This design comes from an exercise in tuning for small area on the open sky130 flow, not from production work. Only simulation tests tie the RTL to the original design; equivalence was not proved.

## top
module top(
    input clk,
    input morse_in,
    input btn_space,
    input btn_newline,
    input rst_n,
    output tx_pin
);
Size: about 370 cells after synthesis, about 6 I/O pins, about 3400 um^2 of cells after synthesis.
export LEC_CHECK = 0
export CAP_MARGIN = 20
export CORE_MARGIN = 2
export CORE_UTILIZATION = 40
export SLEW_MARGIN = 20
create_clock -name core_clock -period 10.0 [get_ports {clk}]
standard.sh (not shown) runs the stock make flow with config.mk's settings and CLKGATE_MAP_FILE= SYNTH_SCRIPT=/design/flow/synth_recipe.tcl, a recipe that flattens the netlist after the stock synthesis.
==> flow/flow/run.sh <==
#!/bin/bash
# Own layout flow: the standard flow (standard.sh), with two changes to
# synthesis only:
#  1. ADDER_MAP_FILE is empty, so Yosys does not turn XOR/AND pairs into
#     half-adder cells (extract_fa); ABC maps that logic instead.
#  2. After the standard synthesis, the combinational cells are re-mapped by
#     ABC with an area-oriented script (post_synth.sh). Every flip-flop cell
#     of the standard synthesis is kept as it is: same instance names, cell
#     types and Q net names. The re-mapped netlist is proven equivalent to the
#     standard one with Yosys (equiv_make/equiv_induct); if the proof fails the
#     standard netlist is used unchanged.
# Port buffers are sky130_fd_sc_hd__buf_1 (BUFFER_PORTS_ARGS) instead of the
# default choice.
# Floorplan, placement, CTS, routing and finishing are standard.sh unchanged.
set -euo pipefail
WORK=$(pwd)
R=$WORK/orfs/results/$FLOW_PLATFORM/top/base
bash standard.sh ADDER_MAP_FILE= synth > log_1_synth.log 2>&1
cp $R/1_2_yosys.v $WORK/std_1_2_yosys.v
if bash flow/post_synth.sh $WORK/std_1_2_yosys.v $WORK/post_1_2_yosys.v > log_2_post_synth.log 2>&1; then
  cp $WORK/post_1_2_yosys.v $R/1_2_yosys.v
  rm -f $R/1_synth.odb $R/1_synth.sdc
  echo "post-synthesis netlist used" >> log_2_post_synth.log
else
  echo "post-synthesis failed or not proven; standard netlist kept" >> log_2_post_synth.log
fi
bash standard.sh ADDER_MAP_FILE= "BUFFER_PORTS_ARGS=-buffer_cell sky130_fd_sc_hd__buf_1" finish > log_3_finish.log 2>&1
Other scripts of this flow, unchanged in this note and not shown: flow/flow/area.abc, flow/flow/post_synth.sh
The first run finished clean.
Next try:
--- a/flow/flow/run.sh
+++ b/flow/flow/run.sh
@@ -13,2 +13,3 @@
-# default choice.
-# Floorplan, placement, CTS, routing and finishing are standard.sh unchanged.
+# default choice, and clock tree synthesis inserts no dummy loads
+# (CTS_ARGS adds -dont_use_dummy_load to the standard arguments).
+# Otherwise floorplan, placement, CTS, routing and finishing are standard.sh.
@@ -27 +28,2 @@
-bash standard.sh ADDER_MAP_FILE= "BUFFER_PORTS_ARGS=-buffer_cell sky130_fd_sc_hd__buf_1" finish > log_3_finish.log 2>&1
+bash standard.sh ADDER_MAP_FILE= "BUFFER_PORTS_ARGS=-buffer_cell sky130_fd_sc_hd__buf_1" \
+  "CTS_ARGS=-sink_clustering_enable -repair_clock_nets -dont_use_dummy_load" finish > log_3_finish.log 2>&1
Result: The changed run completed without violations; clock-buffer cell count is unchanged; critical path depth stays the same; cell area is lower by a few percent; maximum frequency came out higher by a few percent; via count goes up slightly; final cell count decreases by a few percent; global-route usage decreases by 0.55 points; area after synthesis is lower slightly; register-to-register slack gets better by 0.12 ns; setup slack is better by 0.35 ns.
Next try:
--- a/flow/flow/run.sh
+++ b/flow/flow/run.sh
@@ -29 +29 @@
-  "CTS_ARGS=-sink_clustering_enable -repair_clock_nets -dont_use_dummy_load" finish > log_3_finish.log 2>&1
+  "CTS_ARGS=-repair_clock_nets -dont_use_dummy_load -buf_list sky130_fd_sc_hd__clkbuf_8 -root_buf sky130_fd_sc_hd__clkbuf_8" finish > log_3_finish.log 2>&1
Maximum frequency stays the same; routed wire length does not change; setup slack stays the same; design area does not change; synthesized cell count does not change; die area stays the same.

* * *

The RTL this note starts from:
==> flow/design.v <==
module top(
    input clk,
    input morse_in,
    input btn_space,
    input btn_newline,
    input rst_n,
    output tx_pin
);
    reg [7:0] ms_counter;
    wire ms_tick = (ms_counter == 8'd72);
    always @(posedge clk or negedge rst_n) begin
        if (!rst_n) ms_counter <= 8'd0;
        else if (ms_tick) ms_counter <= 8'd0;
        else ms_counter <= {ms_counter[6:0], ~(ms_counter[7] ^ ms_counter[6] ^ ms_counter[5])};
    end
    reg morse_sync_r1, morse_sync_r2, key_prev;
    always @(posedge clk or negedge rst_n) begin
        if (!rst_n) morse_sync_r1 <= 1'b0;
        else morse_sync_r1 <= morse_in;
    end
    always @(posedge clk) begin
        morse_sync_r2 <= morse_sync_r1;
        key_prev <= morse_sync_r2;
    end
    wire key_pressed  =  morse_sync_r2 & ~key_prev;
    wire key_released = ~morse_sync_r2 &  key_prev;
    reg [12:0] db3_cnt, db4_cnt;
    reg db3_run, db4_run;
    reg db3_state, db4_state;
    wire db3_diff = btn_space ^ db3_state;
    wire db4_diff = btn_newline ^ db4_state;
    wire db3_flip = db3_diff & db3_run & (db3_cnt == 13'd311);
    wire db4_flip = db4_diff & db4_run & (db4_cnt == 13'd311);
    always @(posedge clk or negedge rst_n) begin
        if (!rst_n) begin
            db3_run <= 1'b0;
            db3_state <= 1'b0;
            db4_run <= 1'b0;
            db4_state <= 1'b0;
        end else begin
            db3_run <= db3_diff & ~db3_flip;
            db3_state <= db3_state ^ db3_flip;
            db4_run <= db4_diff & ~db4_flip;
            db4_state <= db4_state ^ db4_flip;
        end
    end
    always @(posedge clk) begin
        db3_cnt <= db3_run ? {db3_cnt[11:0], ~(db3_cnt[12] ^ db3_cnt[0])} : 13'd1;
        db4_cnt <= db4_run ? {db4_cnt[11:0], ~(db4_cnt[12] ^ db4_cnt[0])} : 13'd1;
    end
    wire btn3_pressed = ~db3_state;
    wire btn4_pressed = ~db4_state;
    reg btn3_prev, btn4_prev;
    always @(posedge clk) begin
        btn3_prev <= btn3_pressed;
        btn4_prev <= btn4_pressed;
    end
    wire btn3_just_pressed = btn3_pressed & ~btn3_prev;
    wire btn4_just_pressed = btn4_pressed & ~btn4_prev;
    wire manual_backspace_press = btn4_just_pressed &  btn3_pressed;
    wire manual_space_press     = btn3_just_pressed & ~btn4_pressed;
    wire manual_newline_press   = btn4_just_pressed & ~btn3_pressed;
    localparam S_IDLE = 2'd0, S_PRESSED = 2'd1, S_GAP = 2'd2;
    reg [1:0] state;
    reg [10:0] timer;
    reg gap_letter, gap_word;
    wire [10:0] timer_inc = timer + 11'd1;
    wire is_idle    = (state == S_IDLE);
    wire is_pressed = (state == S_PRESSED);
    wire is_gap     = (state == S_GAP);
    wire long_press = is_pressed & ms_tick & (timer == 11'd2000);
    wire line_fire  = is_gap & ms_tick & (timer == 11'd1200);
    wire gap_line         = is_idle & timer[10] & ~timer[9];
    wire long_press_clear = is_idle & timer[9];
    wire new_sym   = is_pressed & ~long_press & key_released & (timer > 11'd50);
    wire sym_dash  = (timer >= 11'd200);
    always @(posedge clk or negedge rst_n) begin
        if (!rst_n) begin
            state <= S_IDLE;
        end else begin
            case (state)
                S_IDLE:    if (key_pressed) state <= S_PRESSED;
                S_PRESSED: if (long_press) state <= S_IDLE;
                           else if (key_released) state <= S_GAP;
                default:   if (line_fire) state <= S_IDLE;
                           else if (key_pressed) state <= S_PRESSED;
            endcase
        end
    end
    always @(posedge clk) begin
        gap_letter <= is_gap & ms_tick & (timer == 11'd400);
        gap_word   <= is_gap & ms_tick & (timer == 11'd700);
        case (state)
            S_IDLE: timer <= 11'd0;
            S_PRESSED: begin
                if (long_press) timer <= timer_inc;
                else if (key_released) timer <= 11'd0;
                else if (ms_tick) timer <= timer_inc;
            end
            default: begin
                if (line_fire) timer <= timer_inc;
                else if (key_pressed) timer <= 11'd0;
                else if (ms_tick) timer <= timer_inc;
            end
        endcase
    end
    reg [6:0] symbols;
    wire buf_clear_req = gap_letter | gap_word | gap_line | manual_backspace_press;
    wire buf_hold;
    wire letter_done;
    wire buf_clear = (buf_clear_req & ~buf_hold) | letter_done;
    wire [6:0] sym_base = buf_clear ? 7'd1 : symbols;
    always @(posedge clk or negedge rst_n) begin
        if (!rst_n) symbols <= 7'd1;
        else if (new_sym & ~sym_base[6]) symbols <= {sym_base[5:0], sym_dash};
        else if (buf_clear) symbols <= 7'd1;
    end
    reg [6:0] dec;
    always @(*) begin
        case (symbols)
            7'd5: dec = 7'h41;  
            7'd24: dec = 7'h42;  
            7'd26: dec = 7'h43;  
            7'd12: dec = 7'h44;  
            7'd2: dec = 7'h45;  
            7'd18: dec = 7'h46;  
            7'd14: dec = 7'h47;  
            7'd16: dec = 7'h48;  
            7'd4: dec = 7'h49;  
            7'd23: dec = 7'h4A;  
            7'd13: dec = 7'h4B;  
            7'd20: dec = 7'h4C;  
            7'd7: dec = 7'h4D;  
            7'd6: dec = 7'h4E;  
            7'd15: dec = 7'h4F;  
            7'd22: dec = 7'h50;  
            7'd29: dec = 7'h51;  
            7'd10: dec = 7'h52;  
            7'd8: dec = 7'h53;  
            7'd3: dec = 7'h54;  
            7'd9: dec = 7'h55;  
            7'd17: dec = 7'h56;  
            7'd11: dec = 7'h57;  
            7'd25: dec = 7'h58;  
            7'd27: dec = 7'h59;  
            7'd28: dec = 7'h5A;  
            7'd63: dec = 7'h30;  
            7'd47: dec = 7'h31;  
            7'd39: dec = 7'h32;  
            7'd35: dec = 7'h33;  
            7'd33: dec = 7'h34;  
            7'd32: dec = 7'h35;  
            7'd48: dec = 7'h36;  
            7'd56: dec = 7'h37;  
            7'd60: dec = 7'h38;  
            7'd62: dec = 7'h39;  
            default: dec = 7'h3F;
        endcase
    end
    localparam Q_SP   = 4'd0,   
               Q_LET  = 4'd1,   
               Q_LF   = 4'd2,   
               Q_BS3  = 4'd3,   
               Q_H    = 4'd4,   
               Q_CR   = 4'd5,   
               Q_BS0  = 4'd6,   
               Q_BS1  = 4'd7,   
               Q_SP2  = 4'd8,   
               Q_CLR0 = 4'd9,   
               Q_ESC1 = 4'd10,  
               Q_LB1  = 4'd11,  
               Q_TWO  = 4'd12,  
               Q_J    = 4'd13,  
               Q_ESC2 = 4'd14,  
               Q_LB2  = 4'd15;  
    reg [3:0] q;
    reg [3:0] bitpos;
    reg [4:0] bitclk;
    wire uart_free = (bitpos == 4'd1);
    wire bit_end = (bitclk == 5'd9);
    reg [3:0] q_next;
    reg q_last;
    reg [6:0] q_char;
    always @(*) begin
        q_last = 1'b0;
        case (q)
            Q_SP:    begin q_char = 7'h20; q_next = Q_SP;   q_last = 1'b1; end
            Q_LET:   begin q_char = dec;   q_next = Q_SP;   q_last = 1'b1; end
            Q_LF:    begin q_char = 7'h0A; q_next = Q_SP;   q_last = 1'b1; end
            Q_BS3:   begin q_char = 7'h08; q_next = Q_SP;   q_last = 1'b1; end
            Q_H:     begin q_char = 7'h48; q_next = Q_SP;   q_last = 1'b1; end
            Q_CR:    begin q_char = 7'h0D; q_next = Q_LF;   end
            Q_BS0:   begin q_char = 7'h08; q_next = Q_BS1;  end
            Q_BS1:   begin q_char = 7'h08; q_next = Q_SP2;  end
            Q_SP2:   begin q_char = 7'h20; q_next = Q_BS3;  end
            Q_CLR0:  begin q_char = 7'h1B; q_next = Q_ESC1; end
            Q_ESC1:  begin q_char = 7'h1B; q_next = Q_LB1;  end
            Q_LB1:   begin q_char = 7'h5B; q_next = Q_TWO;  end
            Q_TWO:   begin q_char = 7'h32; q_next = Q_J;    end
            Q_J:     begin q_char = 7'h4A; q_next = Q_ESC2; end
            Q_ESC2:  begin q_char = 7'h1B; q_next = Q_LB2;  end
            default: begin q_char = 7'h5B; q_next = Q_H;    end
        endcase
    end
    reg send;
    reg send_letter;
    reg [3:0] q_upd;
    always @(*) begin
        send = 1'b0;
        send_letter = 1'b0;
        q_upd = q;
        if (uart_free) begin
            if (q_last) begin
                if (manual_backspace_press) q_upd = Q_BS0;
                else if (long_press_clear) q_upd = Q_CLR0;
                else if (manual_space_press) begin
                    send = 1'b1; q_upd = Q_SP;
                end else if (manual_newline_press) begin
                    send = 1'b1; q_upd = Q_CR;
                end else if (gap_letter) begin
                    send = 1'b1; send_letter = 1'b1; q_upd = Q_LET;
                end else if (gap_word) begin
                    send = 1'b1; q_upd = Q_SP;
                end else if (gap_line) begin
                    send = 1'b1; q_upd = Q_CR;
                end
            end else begin
                send = 1'b1;
                q_upd = q_next;
            end
        end
    end
    assign buf_hold = send_letter | ((q == Q_LET) & ~uart_free);
    assign letter_done = (q == Q_LET) & (bitpos == 4'd0) & bit_end;
    always @(posedge clk or negedge rst_n) begin
        if (!rst_n) q <= Q_SP;
        else q <= q_upd;
    end
    always @(posedge clk or negedge rst_n) begin
        if (!rst_n) bitpos <= 4'd1;
        else if (send) bitpos <= 4'd6;
        else if (bit_end && !uart_free) bitpos <= bitpos + 4'd1;
    end
    always @(posedge clk) begin
        if (send) bitclk <= 5'd20;
        else bitclk <= bit_end ? 5'd0 : {bitclk[3:0], ~(bitclk[4] ^ bitclk[2])};
    end
    assign tx_pin = bitpos[3] ? (bitpos[2:0] != 3'd7 && q_char[bitpos[2:0]]) : (bitpos != 4'd7);
endmodule
export LEC_CHECK = 0
export CAP_MARGIN = 20
export CORE_MARGIN = 2
export CORE_UTILIZATION = 40
export SLEW_MARGIN = 20
create_clock -name core_clock -period 10.0 [get_ports {clk}]
==> flow/flow/run.sh <==
#!/bin/bash
# Own layout flow: the standard flow (standard.sh), with two changes to
# synthesis only:
#  1. ADDER_MAP_FILE is empty, so Yosys does not turn XOR/AND pairs into
#     half-adder cells (extract_fa); ABC maps that logic instead.
#  2. After the standard synthesis, the combinational cells are re-mapped by
#     ABC with an area-oriented script (post_synth.sh). Every flip-flop cell
#     of the standard synthesis is kept as it is: same instance names, cell
#     types and Q net names. The re-mapped netlist is proven equivalent to the
#     standard one with Yosys (equiv_make/equiv_induct); if the proof fails the
#     standard netlist is used unchanged.
# Port buffers are sky130_fd_sc_hd__buf_1 (BUFFER_PORTS_ARGS) instead of the
# default choice, and clock tree synthesis inserts no dummy loads
# (CTS_ARGS adds -dont_use_dummy_load to the standard arguments).
# Otherwise floorplan, placement, CTS, routing and finishing are standard.sh.
set -euo pipefail
WORK=$(pwd)
R=$WORK/orfs/results/$FLOW_PLATFORM/top/base
bash standard.sh ADDER_MAP_FILE= synth > log_1_synth.log 2>&1
cp $R/1_2_yosys.v $WORK/std_1_2_yosys.v
if bash flow/post_synth.sh $WORK/std_1_2_yosys.v $WORK/post_1_2_yosys.v > log_2_post_synth.log 2>&1; then
  cp $WORK/post_1_2_yosys.v $R/1_2_yosys.v
  rm -f $R/1_synth.odb $R/1_synth.sdc
  echo "post-synthesis netlist used" >> log_2_post_synth.log
else
  echo "post-synthesis failed or not proven; standard netlist kept" >> log_2_post_synth.log
fi
bash standard.sh ADDER_MAP_FILE= "BUFFER_PORTS_ARGS=-buffer_cell sky130_fd_sc_hd__buf_1" \
  "CTS_ARGS=-sink_clustering_enable -repair_clock_nets -dont_use_dummy_load -buf_list sky130_fd_sc_hd__clkbuf_16 -root_buf sky130_fd_sc_hd__clkbuf_16 -sink_clustering_size 40 -sink_clustering_max_diameter 200" finish > log_3_finish.log 2>&1
==> flow/flow/area.abc <==
&get -n
&st
&deepsyn -T 120
&dch -f
&nf -R 1000
&put
Other scripts of this flow, unchanged in this note and not shown: flow/flow/post_synth.sh
Change:
--- a/flow/flow/run.sh
+++ b/flow/flow/run.sh
@@ -29 +29 @@
-  "CTS_ARGS=-sink_clustering_enable -repair_clock_nets -dont_use_dummy_load -buf_list sky130_fd_sc_hd__clkbuf_16 -root_buf sky130_fd_sc_hd__clkbuf_16 -sink_clustering_size 40 -sink_clustering_max_diameter 200" finish > log_3_finish.log 2>&1
+  "CTS_ARGS=-sink_clustering_enable -repair_clock_nets -dont_use_dummy_load" finish > log_3_finish.log 2>&1
==> flow/flow/area.abc (replaced) <==
&get -n
&st
&deepsyn -T 60
&dch -f
&nf -R 1000
&st
&deepsyn -T 60
&dch -f
&nf -R 1000
&st
&deepsyn -T 60
&dch -f
&nf -R 1000
&put
The new run finished clean; final area falls by 2.5%; global-route usage goes up by 0.37 points; area after synthesis rose by 0.45%; routed wire length drops by 1.6%.

==> static timing again, ports no longer ideal <==
In the flow no input, the clock included, has a driving cell. The finished layouts below were timed again as built, in two steps.
Step 1 assumes that a clkbuf_16 drives the clock port and a buf_2 every other input.
Step 2 also shifts input and output timing later by t, the mid clock arrival at the registers, as if the neighbouring blocks saw the same clock.
Slacks: ideal ports / drivers / drivers and shift; pairs: ideal ports / drivers.
| run | t (ns) | setup WS [ns] | worst setup path at the end | cell pins on the clock port's net |
|---|---|---|---|---|
| the first run of note 1 | 0.372 | 4.570 / 4.541 / 4.913 | register to output | 1 |
| the second run of note 1 | 0.368 | 4.922 / 4.894 / 5.262 | register to output | 1 |
| the third run of note 1 | 0.368 | 4.922 / 4.894 / 5.262 | register to output | 1 |
| the first run of note 2 | 0.351 | 4.933 / 4.902 / 5.254 | register to output | 1 |
| the second run of note 2 | 0.366 | 3.960 / 3.931 / 4.297 | register to output | 1 |
After both steps every run listed still meets setup and hold.
